From an optimization exercise on the open Yosys and OpenROAD flow, aimed at small area, a short achievable clock period and few clock cycles per item; shortcuts taken in it are not production practice.
No functional check of the RTL was part of this run.
No activity file was given, so power comes from the tool's default toggle rates.

===== run.sh =====
#!/bin/bash
# synth_recipe.tcl (not shown) runs the flow's synth.tcl, then flattens the netlist and writes it again
# the make line also repeats each setting of config.mk as NAME=value (left out here)
make -C /OpenROAD-flow-scripts/flow DESIGN_CONFIG=/design/flow/config.mk WORK_HOME=/design/flow/orfs CLKGATE_MAP_FILE= SYNTH_SCRIPT=/design/flow/synth_recipe.tcl finish

===== config.mk =====
export PLATFORM = sky130hd
export DESIGN_NAME = systolic_array_top
export DESIGN_NICKNAME = systolic_array_top
export VERILOG_FILES = /design/flow/design.v
export SDC_FILE = /design/flow/constraint.sdc
export NUM_CORES = 8
export LEC_CHECK = 0
export CAP_MARGIN = 20
export CORE_MARGIN = 2
export CORE_UTILIZATION = 45
export SLEW_MARGIN = 20

===== constraint.sdc =====
create_clock -name core_clock -period 6.0 [get_ports {clock_sink}]
set_input_delay 1.2000 -clock core_clock [delete_from_list [all_inputs] [get_ports {clock_sink}]]
set_output_delay 1.2000 -clock core_clock [all_outputs]
set_load 0.01 [all_outputs]

===== design.v =====
module systolic_1x1(
	input CLOCK,
	input input_valid,
	input reset,
	input mult_over,
	input [7:0] in_col,
	input [7:0] in_row,
	input [7:0] in_data,
	output reg [7:0] out_col,
	output reg [7:0] out_row,
	output reg [7:0] out_data
);
	reg [7:0] mac;
	wire [7:0] mac_next;
	wire [7:0] mult_res;
	wire [7:0] mac_shifted;
	assign mult_res = out_col * out_row;
	assign mac_next = mac + mult_res;
	assign mac_shifted = mac_next[7:0];
	always @ (posedge CLOCK, posedge reset) begin
		if (reset) begin
			out_col <= 0;
			out_row <= 0;
			out_data <= 0;
			mac <= 0;
		end
		else if (input_valid) begin
			mac <= mac_next;
			out_col <= in_col;
			out_row <= in_row;
			out_data <= mult_over? in_data : mac_shifted;
		end
	end
endmodule
module systolic_2x2(
	input CLOCK,
	input input_valid,
	input reset,
	input mult_over,
	input [15:0] in_col,
	input [15:0] in_row,
	input [15:0] in_data,
	output [15:0] out_col,
	output [15:0] out_row,
	output [15:0] out_data
);
	wire [15:0] internal_col;
	wire [15:0] internal_row;
	wire [15:0] internal_data;
	systolic_1x1 m00(
		.CLOCK(CLOCK),
		.input_valid(input_valid),
		.reset(reset),
		.mult_over(mult_over),
		.in_col(in_col[7:0]),
		.in_row(in_row[7:0]),
		.in_data(internal_data[7:0]),
		.out_col(internal_col[7:0]),
		.out_row(internal_row[7:0]),
		.out_data(out_data[7:0])
	);
	systolic_1x1 m10(
		.CLOCK(CLOCK),
		.input_valid(input_valid),
		.reset(reset),
		.mult_over(mult_over),
		.in_col(internal_col[7:0]),
		.in_row(in_row[15:8]),
		.in_data(internal_data[15:8]),
		.out_col(out_col[7:0]),
		.out_row(internal_row[15:8]),
		.out_data(out_data[15:8])
	);
	systolic_1x1 m01(
		.CLOCK(CLOCK),
		.input_valid(input_valid),
		.reset(reset),
		.mult_over(mult_over),
		.in_col(in_col[15:8]),
		.in_row(internal_row[7:0]),
		.in_data(in_data[7:0]),
		.out_col(internal_col[15:8]),
		.out_row(out_row[7:0]),
		.out_data(internal_data[7:0])
	);
	systolic_1x1 m11(
		.CLOCK(CLOCK),
		.input_valid(input_valid),
		.reset(reset),
		.mult_over(mult_over),
		.in_col(internal_col[15:8]),
		.in_row(internal_row[15:8]),
		.in_data(in_data[15:8]),
		.out_col(out_col[15:8]),
		.out_row(out_row[15:8]),
		.out_data(internal_data[15:8])
	);
endmodule
module systolic_4x4(
	input CLOCK,
	input input_valid,
	input reset,
	input mult_over,
	input [31:0] in_col,
	input [31:0] in_row,
	input [31:0] in_data,
	output [31:0] out_col,
	output [31:0] out_row,
	output [31:0] out_data
);
	wire [31:0] internal_col;
	wire [31:0] internal_row;
	wire [31:0] internal_data;
	systolic_2x2 m00(
		.CLOCK(CLOCK),
		.input_valid(input_valid),
		.reset(reset),
		.mult_over(mult_over),
		.in_col(in_col[15:0]),
		.in_row(in_row[15:0]),
		.in_data(internal_data[15:0]),
		.out_col(internal_col[15:0]),
		.out_row(internal_row[15:0]),
		.out_data(out_data[15:0])
	);
	systolic_2x2 m10(
		.CLOCK(CLOCK),
		.input_valid(input_valid),
		.reset(reset),
		.mult_over(mult_over),
		.in_col(internal_col[15:0]),
		.in_row(in_row[31:16]),
		.in_data(internal_data[31:16]),
		.out_col(out_col[15:0]),
		.out_row(internal_row[31:16]),
		.out_data(out_data[31:16])
	);
	systolic_2x2 m01(
		.CLOCK(CLOCK),
		.input_valid(input_valid),
		.reset(reset),
		.mult_over(mult_over),
		.in_col(in_col[31:16]),
		.in_row(internal_row[15:0]),
		.in_data(in_data[15:0]),
		.out_col(internal_col[31:16]),
		.out_row(out_row[15:0]),
		.out_data(internal_data[15:0])
	);
	systolic_2x2 m11(
		.CLOCK(CLOCK),
		.input_valid(input_valid),
		.reset(reset),
		.mult_over(mult_over),
		.in_col(internal_col[31:16]),
		.in_row(internal_row[31:16]),
		.in_data(in_data[31:16]),
		.out_col(out_col[31:16]),
		.out_row(out_row[31:16]),
		.out_data(internal_data[31:16])
	);
endmodule
module systolic_8x8(
	input CLOCK,
	input input_valid,
	input reset,
	input mult_over,
	input [63:0] in_col,
	input [63:0] in_row,
	input [63:0] in_data,
	output [63:0] out_col,
	output [63:0] out_row,
	output [63:0] out_data
);
	wire [63:0] internal_col;
	wire [63:0] internal_row;
	wire [63:0] internal_data;
	systolic_4x4 m00(
		.CLOCK(CLOCK),
		.input_valid(input_valid),
		.reset(reset),
		.mult_over(mult_over),
		.in_col(in_col[31:0]),
		.in_row(in_row[31:0]),
		.in_data(internal_data[31:0]),
		.out_col(internal_col[31:0]),
		.out_row(internal_row[31:0]),
		.out_data(out_data[31:0])
	);
	systolic_4x4 m10(
		.CLOCK(CLOCK),
		.input_valid(input_valid),
		.reset(reset),
		.mult_over(mult_over),
		.in_col(internal_col[31:0]),
		.in_row(in_row[63:32]),
		.in_data(internal_data[63:32]),
		.out_col(out_col[31:0]),
		.out_row(internal_row[63:32]),
		.out_data(out_data[63:32])
	);
	systolic_4x4 m01(
		.CLOCK(CLOCK),
		.input_valid(input_valid),
		.reset(reset),
		.mult_over(mult_over),
		.in_col(in_col[63:32]),
		.in_row(internal_row[31:0]),
		.in_data(in_data[31:0]),
		.out_col(internal_col[63:32]),
		.out_row(out_row[31:0]),
		.out_data(internal_data[31:0])
	);
	systolic_4x4 m11(
		.CLOCK(CLOCK),
		.input_valid(input_valid),
		.reset(reset),
		.mult_over(mult_over),
		.in_col(internal_col[63:32]),
		.in_row(internal_row[63:32]),
		.in_data(in_data[63:32]),
		.out_col(out_col[63:32]),
		.out_row(out_row[63:32]),
		.out_data(internal_data[63:32])
	);
endmodule
module systolic_16x16(
	input CLOCK,
	input input_valid,
	input reset,
	input mult_over,
	input [127:0] in_col,
	input [127:0] in_row,
	input [127:0] in_data,
	output [127:0] out_col,
	output [127:0] out_row,
	output [127:0] out_data
);
	wire [127:0] internal_col;
	wire [127:0] internal_row;
	wire [127:0] internal_data;
	systolic_8x8 m00(
		.CLOCK(CLOCK),
		.input_valid(input_valid),
		.reset(reset),
		.mult_over(mult_over),
		.in_col(in_col[63:0]),
		.in_row(in_row[63:0]),
		.in_data(internal_data[63:0]),
		.out_col(internal_col[63:0]),
		.out_row(internal_row[63:0]),
		.out_data(out_data[63:0])
	);
	systolic_8x8 m10(
		.CLOCK(CLOCK),
		.input_valid(input_valid),
		.reset(reset),
		.mult_over(mult_over),
		.in_col(internal_col[63:0]),
		.in_row(in_row[127:64]),
		.in_data(internal_data[127:64]),
		.out_col(out_col[63:0]),
		.out_row(internal_row[127:64]),
		.out_data(out_data[127:64])
	);
	systolic_8x8 m01(
		.CLOCK(CLOCK),
		.input_valid(input_valid),
		.reset(reset),
		.mult_over(mult_over),
		.in_col(in_col[127:64]),
		.in_row(internal_row[63:0]),
		.in_data(in_data[63:0]),
		.out_col(internal_col[127:64]),
		.out_row(out_row[63:0]),
		.out_data(internal_data[63:0])
	);
	systolic_8x8 m11(
		.CLOCK(CLOCK),
		.input_valid(input_valid),
		.reset(reset),
		.mult_over(mult_over),
		.in_col(internal_col[127:64]),
		.in_row(internal_row[127:64]),
		.in_data(in_data[127:64]),
		.out_col(out_col[127:64]),
		.out_row(out_row[127:64]),
		.out_data(internal_data[127:64])
	);
endmodule
module systolic_32x32(
	input CLOCK,
	input input_valid,
	input reset,
	input mult_over,
	input [255:0] in_col,
	input [255:0] in_row,
	input [255:0] in_data,
	output [255:0] out_col,
	output [255:0] out_row,
	output [255:0] out_data
);
	wire [255:0] internal_col;
	wire [255:0] internal_row;
	wire [255:0] internal_data;
	systolic_16x16 m00(
		.CLOCK(CLOCK),
		.input_valid(input_valid),
		.reset(reset),
		.mult_over(mult_over),
		.in_col(in_col[127:0]),
		.in_row(in_row[127:0]),
		.in_data(internal_data[127:0]),
		.out_col(internal_col[127:0]),
		.out_row(internal_row[127:0]),
		.out_data(out_data[127:0])
	);
	systolic_16x16 m10(
		.CLOCK(CLOCK),
		.input_valid(input_valid),
		.reset(reset),
		.mult_over(mult_over),
		.in_col(internal_col[127:0]),
		.in_row(in_row[255:128]),
		.in_data(internal_data[255:128]),
		.out_col(out_col[127:0]),
		.out_row(internal_row[255:128]),
		.out_data(out_data[255:128])
	);
	systolic_16x16 m01(
		.CLOCK(CLOCK),
		.input_valid(input_valid),
		.reset(reset),
		.mult_over(mult_over),
		.in_col(in_col[255:128]),
		.in_row(internal_row[127:0]),
		.in_data(in_data[127:0]),
		.out_col(internal_col[255:128]),
		.out_row(out_row[127:0]),
		.out_data(internal_data[127:0])
	);
	systolic_16x16 m11(
		.CLOCK(CLOCK),
		.input_valid(input_valid),
		.reset(reset),
		.mult_over(mult_over),
		.in_col(internal_col[255:128]),
		.in_row(internal_row[255:128]),
		.in_data(in_data[255:128]),
		.out_col(out_col[255:128]),
		.out_row(out_row[255:128]),
		.out_data(internal_data[255:128])
	);
endmodule
`timescale 1 ps / 1 ps
module systolic_array_top (
		input  wire reset_sink_reset,
		input  wire clock_sink,
		output wire [127:0] data_out_data,  
		input  wire data_out_ready,
		output reg data_out_valid,
		input  wire [127:0] st_rows_data,  
		output wire st_rows_ready,
		input  wire st_rows_valid,
		input  wire [127:0] st_cols_data,
		output wire st_cols_ready,
		input  wire st_cols_valid,
		input  wire [31:0] st_instr_data,
		output wire st_instr_ready,
		input wire st_instr_valid
	);
	wire CLOCK;
	wire reset;
	assign CLOCK = clock_sink;
	assign reset = reset_sink_reset;
	localparam STATE_WAITING = 0;
	localparam STATE_READING = 1;
	localparam STATE_COMPUTE = 2;
	localparam STATE_WRITING = 3;
	reg [3:0] state;
	localparam N_CYCLES_FOR_COMPUTE = 31;
	reg [31:0] instr_n_cols;
	reg [31:0] instr_n_rows;
	reg [31:0] cycle_count;
	reg mult_over;
	reg data_in_ready;
	wire data_in_valid;
	assign data_in_valid = st_cols_valid && st_rows_valid;
	assign st_cols_ready = data_in_ready && (cycle_count < instr_n_cols);
	assign st_rows_ready = data_in_ready && (cycle_count < instr_n_rows);
	reg array_reset;
	always @ (posedge CLOCK, posedge reset) begin
		if (reset) begin
			array_reset <= 1;
		end else begin
			array_reset <= (state == STATE_WAITING && !st_instr_valid) ||
				(state == STATE_WRITING && data_out_ready && cycle_count == instr_n_cols - 1);
		end
	end
	wire [127:0] in_col;
	wire [127:0] in_row;
	wire [127:0] data_out_compute;
	systolic_16x16_buffered compute(
		.CLOCK(CLOCK),
		.reset(array_reset),
		.input_valid(1'b1),
		.backpressure(!data_out_ready && (state == STATE_WRITING)),
		.mult_over(state == STATE_WRITING),
		.in_col(in_col),
		.in_row(in_row),
		.out_data(data_out_compute) 
	);
	assign data_out_data = swap_endian(data_out_compute);
	assign st_instr_ready = (state == STATE_WAITING);
	assign in_col = (state == STATE_READING && cycle_count < instr_n_cols && data_in_valid)? swap_endian(st_cols_data) : 0;
	assign in_row = (state == STATE_READING && cycle_count < instr_n_rows && data_in_valid)? swap_endian(st_rows_data) : 0;
	always @ (posedge CLOCK, posedge reset) begin
		if (reset) begin
			state <= STATE_WAITING;
			instr_n_cols <= 0;
			instr_n_rows <= 0;
			mult_over <= 0;
			data_out_valid <= 0;
			data_in_ready <= 0;
			cycle_count <= 0;
		end
		else begin
			if (state == STATE_WAITING) begin
				if (st_instr_valid) begin
					state <= STATE_READING;
					instr_n_cols <= 32'd16;  
					instr_n_rows <= 32'd16;  
					mult_over <= 0;
					data_out_valid <= 0;
					data_in_ready <= 1;
					cycle_count <= 0;
				end
			end else if (state == STATE_READING) begin
				if (data_in_valid) begin
					cycle_count <= cycle_count + 1;
					if (cycle_count == 15 ) begin
						state <= STATE_COMPUTE;
						mult_over <= 0;
						data_out_valid <= 0;
						data_in_ready <= 0;
						cycle_count <= 0;
					end
				end
			end else if (state == STATE_COMPUTE) begin
				cycle_count <= cycle_count + 1;
				if (cycle_count == N_CYCLES_FOR_COMPUTE - 1) begin
					state <= STATE_WRITING;
					mult_over <= 1;
					data_out_valid <= 1;
					data_in_ready <= 0;
					cycle_count <= 0;
				end
			end else if (state == STATE_WRITING) begin
				if (data_out_ready) begin
					cycle_count <= cycle_count + 1;
					if (cycle_count == instr_n_cols - 1) begin
						state <= STATE_WAITING;
						mult_over <= 1;
						data_out_valid <= 0;
						data_in_ready <= 0;
						cycle_count <= 0;
					end
				end
			end
		end
	end	
	function automatic [127:0] swap_endian(input [127:0] v) ;
	begin
		swap_endian[007:000] = v[127:120];
		swap_endian[015:008] = v[119:112];
		swap_endian[023:016] = v[111:104];
		swap_endian[031:024] = v[103:096];
		swap_endian[039:032] = v[095:088];
		swap_endian[047:040] = v[087:080];
		swap_endian[055:048] = v[079:072];
		swap_endian[063:056] = v[071:064];
		swap_endian[071:064] = v[063:056];
		swap_endian[079:072] = v[055:048];
		swap_endian[087:080] = v[047:040];
		swap_endian[095:088] = v[039:032];
		swap_endian[103:096] = v[031:024];
		swap_endian[111:104] = v[023:016];
		swap_endian[119:112] = v[015:008];
		swap_endian[127:120] = v[007:000];
	end
	endfunction
endmodule
module systolic_16x16_buffered(
	input CLOCK,
	input reset,
	input input_valid,
	input backpressure,
	input mult_over,
	input [127:0] in_col,
	input [127:0] in_row,
	output [127:0] out_data
);
	wire [127:0] delay_row;
	wire [127:0] delay_col;
	assign delay_col[7:0] = in_col[7:0];
	assign delay_row[7:0] = in_row[7:0];
	genvar i;
	generate
		for (i = 1; i < 16; i = i + 1) begin: delay_data
			wide_delay #(i) d_col(
				.CLOCK(CLOCK),
				.en(input_valid && !backpressure),
				.reset(reset),
				.in(in_col[(i+1)*8-1:i*8]),
				.out(delay_col[(i+1)*8-1:i*8])
			);
			wide_delay #(i) d_row(
				.CLOCK(CLOCK),
				.en(input_valid && !backpressure),
				.reset(reset),
				.in(in_row[(i+1)*8-1:i*8]),
				.out(delay_row[(i+1)*8-1:i*8])
			);
		end
	endgenerate
	systolic_16x16 sys_mod0(
		.CLOCK(CLOCK),
		.input_valid(input_valid && !backpressure),
		.reset(reset),
		.mult_over(mult_over),
		.in_col(delay_col),
		.in_row(delay_row),
		.in_data(128'b0),
		.out_data(out_data)
	);
endmodule
module systolic_32x32_buffered(
	input CLOCK,
	input reset,
	input input_valid,
	input backpressure,
	input mult_over,
	input [255:0] in_col,
	input [255:0] in_row,
	output [255:0] out_data
);
	wire [255:0] delay_row;
	wire [255:0] delay_col;
	assign delay_col[7:0] = in_col[7:0];
	assign delay_row[7:0] = in_row[7:0];
	genvar i;
	generate
		for (i = 1; i < 32; i = i + 1) begin: delay_data
			wide_delay #(i) d_col(
				.CLOCK(CLOCK),
				.en(input_valid && !backpressure),
				.reset(reset),
				.in(in_col[(i+1)*8-1:i*8]),
				.out(delay_col[(i+1)*8-1:i*8])
			);
			wide_delay #(i) d_row(
				.CLOCK(CLOCK),
				.en(input_valid && !backpressure),
				.reset(reset),
				.in(in_row[(i+1)*8-1:i*8]),
				.out(delay_row[(i+1)*8-1:i*8])
			);
		end
	endgenerate
	systolic_32x32 sys_mod0(
		.CLOCK(CLOCK),
		.input_valid(input_valid && !backpressure),
		.reset(reset),
		.mult_over(mult_over),
		.in_col(delay_col),
		.in_row(delay_row),
		.in_data(256'b0),
		.out_data(out_data)
	);
endmodule
module wide_delay
#(
	parameter DEPTH = 1,
	parameter DATA_WIDTH = 8
)
(
	input CLOCK,
	input en,
	input reset,
	input [DATA_WIDTH-1:0] in,
	output [DATA_WIDTH-1:0] out
);
	reg [DATA_WIDTH-1:0] delay [DEPTH-1:0];
	assign out = delay[DEPTH-1];
	integer idx;
	generate
	always @ (posedge CLOCK, posedge reset) begin
		if (reset) begin
			for (idx = 0; idx < DEPTH; idx = idx + 1) begin
				delay[idx] <= 0;
			end
		end
		else if (en) begin
			delay[0] <= in;
			for (idx = 1; idx < DEPTH; idx = idx + 1) begin : delay_line
				delay[idx] <= delay[idx-1];
			end
		end
	end
	endgenerate
endmodule

==> results.txt <==
outcome no timing/DRC/antenna violations; number of distinct library cell variants in the gate-level netlist after synthesis 57; power share of the clock group 0.529; CP top delay family simple AND/OR/NAND/NOR gates; number of enable flip-flop cells after synthesis 0; clock transition at the register clock pins on the worst setup and hold paths after CTS around 60 ps; endpoint kind of the worst setup timing path output port; Iter 0 DRT Violations roughly 26000; first-pass GRT wire length around 2700000 um; fraction of power consumed by combinational cells 0.007; Slowest-stage cell, CP clkdlybuf4s50_1; most frequently used flop master after synthesis dfrtp_1; per-cell routed wire length around 18 um; register area share after synthesis 0.383; setup repair after global routing missed its margin no; area growth from synthesis to layout 9.94%; max frequency approximately 0.21 GHz; count of instances resized after the clock tree is built 0; CP bufs+invs 1; share of power burned in registers 0.464; Total GRT Usage 0.227; number of inserted filler cells in the final layout 140000; largest registers compute.delay_data.d_col.delay x960, compute.delay_data.d_row.delay x960, cycle_count x32; share of Yosys cell area claimed by the top area cell type 0.383; cell breakdown of the critical path nor4_1 -> nand4_1 -> nor2_1 -> and3_1 -> clkdlybuf4s50_1; power density over the cells 203 nW/um2; clock net sink count around 10000; Final Setup Violations 0; max cap viols 0; number of remaining DRC errors 0; final hold violation count 0; vias after detailed routing around 460k; largest fanout on the critical path 7; arrival time of the worst setup path around 3500 ps; via/cell ratio ~4.9; number of global-route vias before repair between 400k and 500k; minimum clock period after layout roughly 4700 ps; total leakage power between 300 and 400 nW; final total negative setup slack 0 ps; antenna violations before repair 19; area of the multi-input gates roughly 360000 um2; Startpoint Class flop; nets@finish roughly 83000; CP peak stage delay approximately 550 ps; post-detailed-routing wire length approximately 1700000 um; synthesized netlist net count 83700; internal power 117 mW; cell count after synthesis about 74000; placed wire-length estimate after detailed placement approximately 1200000 um; Die Width 1220 um; flip-flop and latch area ~250000 um2; count of yosys warnings during synthesis 32; number of placement rows ~450; Starting Density 0.451; sw frac 0.211; count of nets left with antenna violations after detail routing 0; Vert. Die Dim 1220 um; Skew-Pair Late Insertion Delay approximately 1300 ps; proportion of layout cells with a drive suffix above 1 0.0393; cell at the root of the clock tree clkbuf_16; largest net degree at the start of global routing ~220; IO Port Bufs ~390; Slew Limit Fails 0; Commonest cells post-synth nand2_1, dfrtp_1, inv_1; leading cell type by number of instances after synthesis nand2_1; CTS tree built; post-synthesis register bit count 10200; DR pass1 iterations 8; net switching power of the design 31.2 mW; post-CTS setup buffer count 0; RD Place Congestion 0.855; CP Class reg2out; Num CTS Buffers 1279; core area ~1500000 um2; H-tree depth 7; share of the clock period used by the worst path 0.776; peak ir drop on the vdd network between 200 and 250 uV; WP data required ~4800 ps; largest cells by area after synthesis dfrtp_1, nand2_1, fa_1; die area between 1000000 and 1500000 um2; Top Ports roughly 430; per-instance average area after synthesis 8.91 um2; clock tree buffer depth 6; utilization after layout 0.496; post-synth design cell area 663000 um2; clock skew after layout 94.8 ps; GR Overflow Total 0; top cell type by total area after synthesis dfrtp_1; hold crit path type in2async; total of hold buffers inserted after clock tree synthesis 0; Worst-Margin Slew 1190 ps; worst slew margin relative to its limit 0.205; Async S/R FF share, synth 1.00
==> cell usage in the layout, fill, tap and decap left out, types with 4 or more instances in the layout <==
cell type        count
clkbuf_16         1306
nand3_1             27
xor2_1             812
diode_2             14
nor2_1            1964
a22o_1             257
a21o_1             515
nor4_1              10
o21ai_0           1369
clkbuf_8           228
buf_12             275
clkbuf_1           236
mux2_2             251
and2_1            3363
nor3_1               9
clkinvlp_4          60
dfrtp_1          10100
clkinv_4            18
nand4_1              4
inv_6               25
inv_1             8842
o21a_1              13
buf_4              409
o21ai_1              6
fa_1              4608
clkinv_2           213
xnor2_1           3802
or4_1               10
a21oi_1           2245
bufinv_16          117
clkdlybuf4s50_1    390
o22ai_1            112
mux2i_1           1973
nand2_1          26200
and4_1               4
ha_1              4359
and3_1               9
==> final timing paths <==
path	start	endpoint	slack [ps]	cells after the start
min in group core_clock	data_out_ready	array_reset	360	3
min reg2reg	compute.delay_data[15].d_col.delay[12][2]	compute.delay_data[15].d_col.delay[13][2]	400	2
min	reset_sink_reset	data_out_valid	350	3
max in group asynchronous	array_reset	compute.delay_data[12].d_row.delay[3][7]	3590	4
max	cycle_count[10]	st_cols_ready	1340	5
max reg2reg	compute.sys_mod0.m00.m10.m00.m10.out_row[0]	compute.sys_mod0.m00.m10.m00.m10.mac[7]	1790	15
==> layer usage <==
metal,GRT usage,wire length [um],vias to the layer above
met1,0.316,761000,226000
met2,0.384,800000,5470
met4,0.0555,45600,16
met3,0.0211,49200,2159
met5,0,124,-
li1,-,-,224000
==> per-stage QoR <==
stage	std cells	power, mW	hold slack (ps)	setup slack, ps	area [um2]
2_1_floorplan	74400	70.5	439	-135530	663000
3_3_place_gp	91500	70.9	448	1690	686000
3_5_place_dp	91500	70.9	454	1790	687000
4_1_cts	93700	150	246	1220	729000
5_1_grt	93700	153	350	1120	729000
6_report	93700	148	350	1340	729000
==> cells by family (layout without fill, tap and decap cells) <==
group / count (synthesis) / in the layout / share of synthesized area
and+or+nand+nor: 31600 / 31600 / 0.192
adders and majority gates: 8968 / 8968 / 0.221
xor gates and xnor gates: 4614 / 4614 / 0.0610
buffers and inverters: 12300 / 12100 / 0.0701
AOI/OAI and AO/OA: 4533 / 4533 / 0.0380
other: 0 / 14 / 0
muxes: 2224 / 2224 / 0.0341
DFF: 10200 / 10200 / 0.383
==> worst min-delay path: stages <==
cell and delay, ps:
clkdlybuf4s50_1 400, inv_1 50, buf_4 430
==> power by group through the flow <==
stage          logic (mW)  registers (mW)  clock network, mW
3_5_place_dp         1.04            69.8                  0
5_1_grt              1.09            68.6               83.1
2_1_floorplan       0.667            69.8                  0
6_report             1.04            68.6               78.3
4_1_cts              1.04            68.6               80.4
3_3_place_gp         1.04            69.8                  0
==> layout make-up <==
cell class              instances  area share
multi-input cells           52000       0.497
diodes                         14   0.0000481
well taps                   19400      0.0334
clock buffers                1770      0.0504
flip-flops and latches      10200       0.349
repair buffers               1077      0.0172
clock inverters               436     0.00749
inverters                    8843      0.0456

==> port drivers added, routing unchanged <==
The flow's constraints put no driver on any port. The routed layout listed below was extracted and timed again, unchanged, in two steps.
Step 1 assumes that a clkbuf_16 drives the clock port and a buf_2 every other input.
Step 2 moves the port delays by t, midway between the first and last clock arrival at a register: inputs arrive t later, outputs are due t later. That takes back most of the time a late clock gives input paths.
Three values: no drivers, after step 1, after step 2; two values: the first two.
t, ns: 1.448
setup WS [ns]: 1.342 / 1.164 / 1.778
worst setup path after step 2: input to register
After both steps setup and hold are still met in this run. The setup slack of this run moves by -0.178 ns with the drivers and by +0.436 ns with both steps.
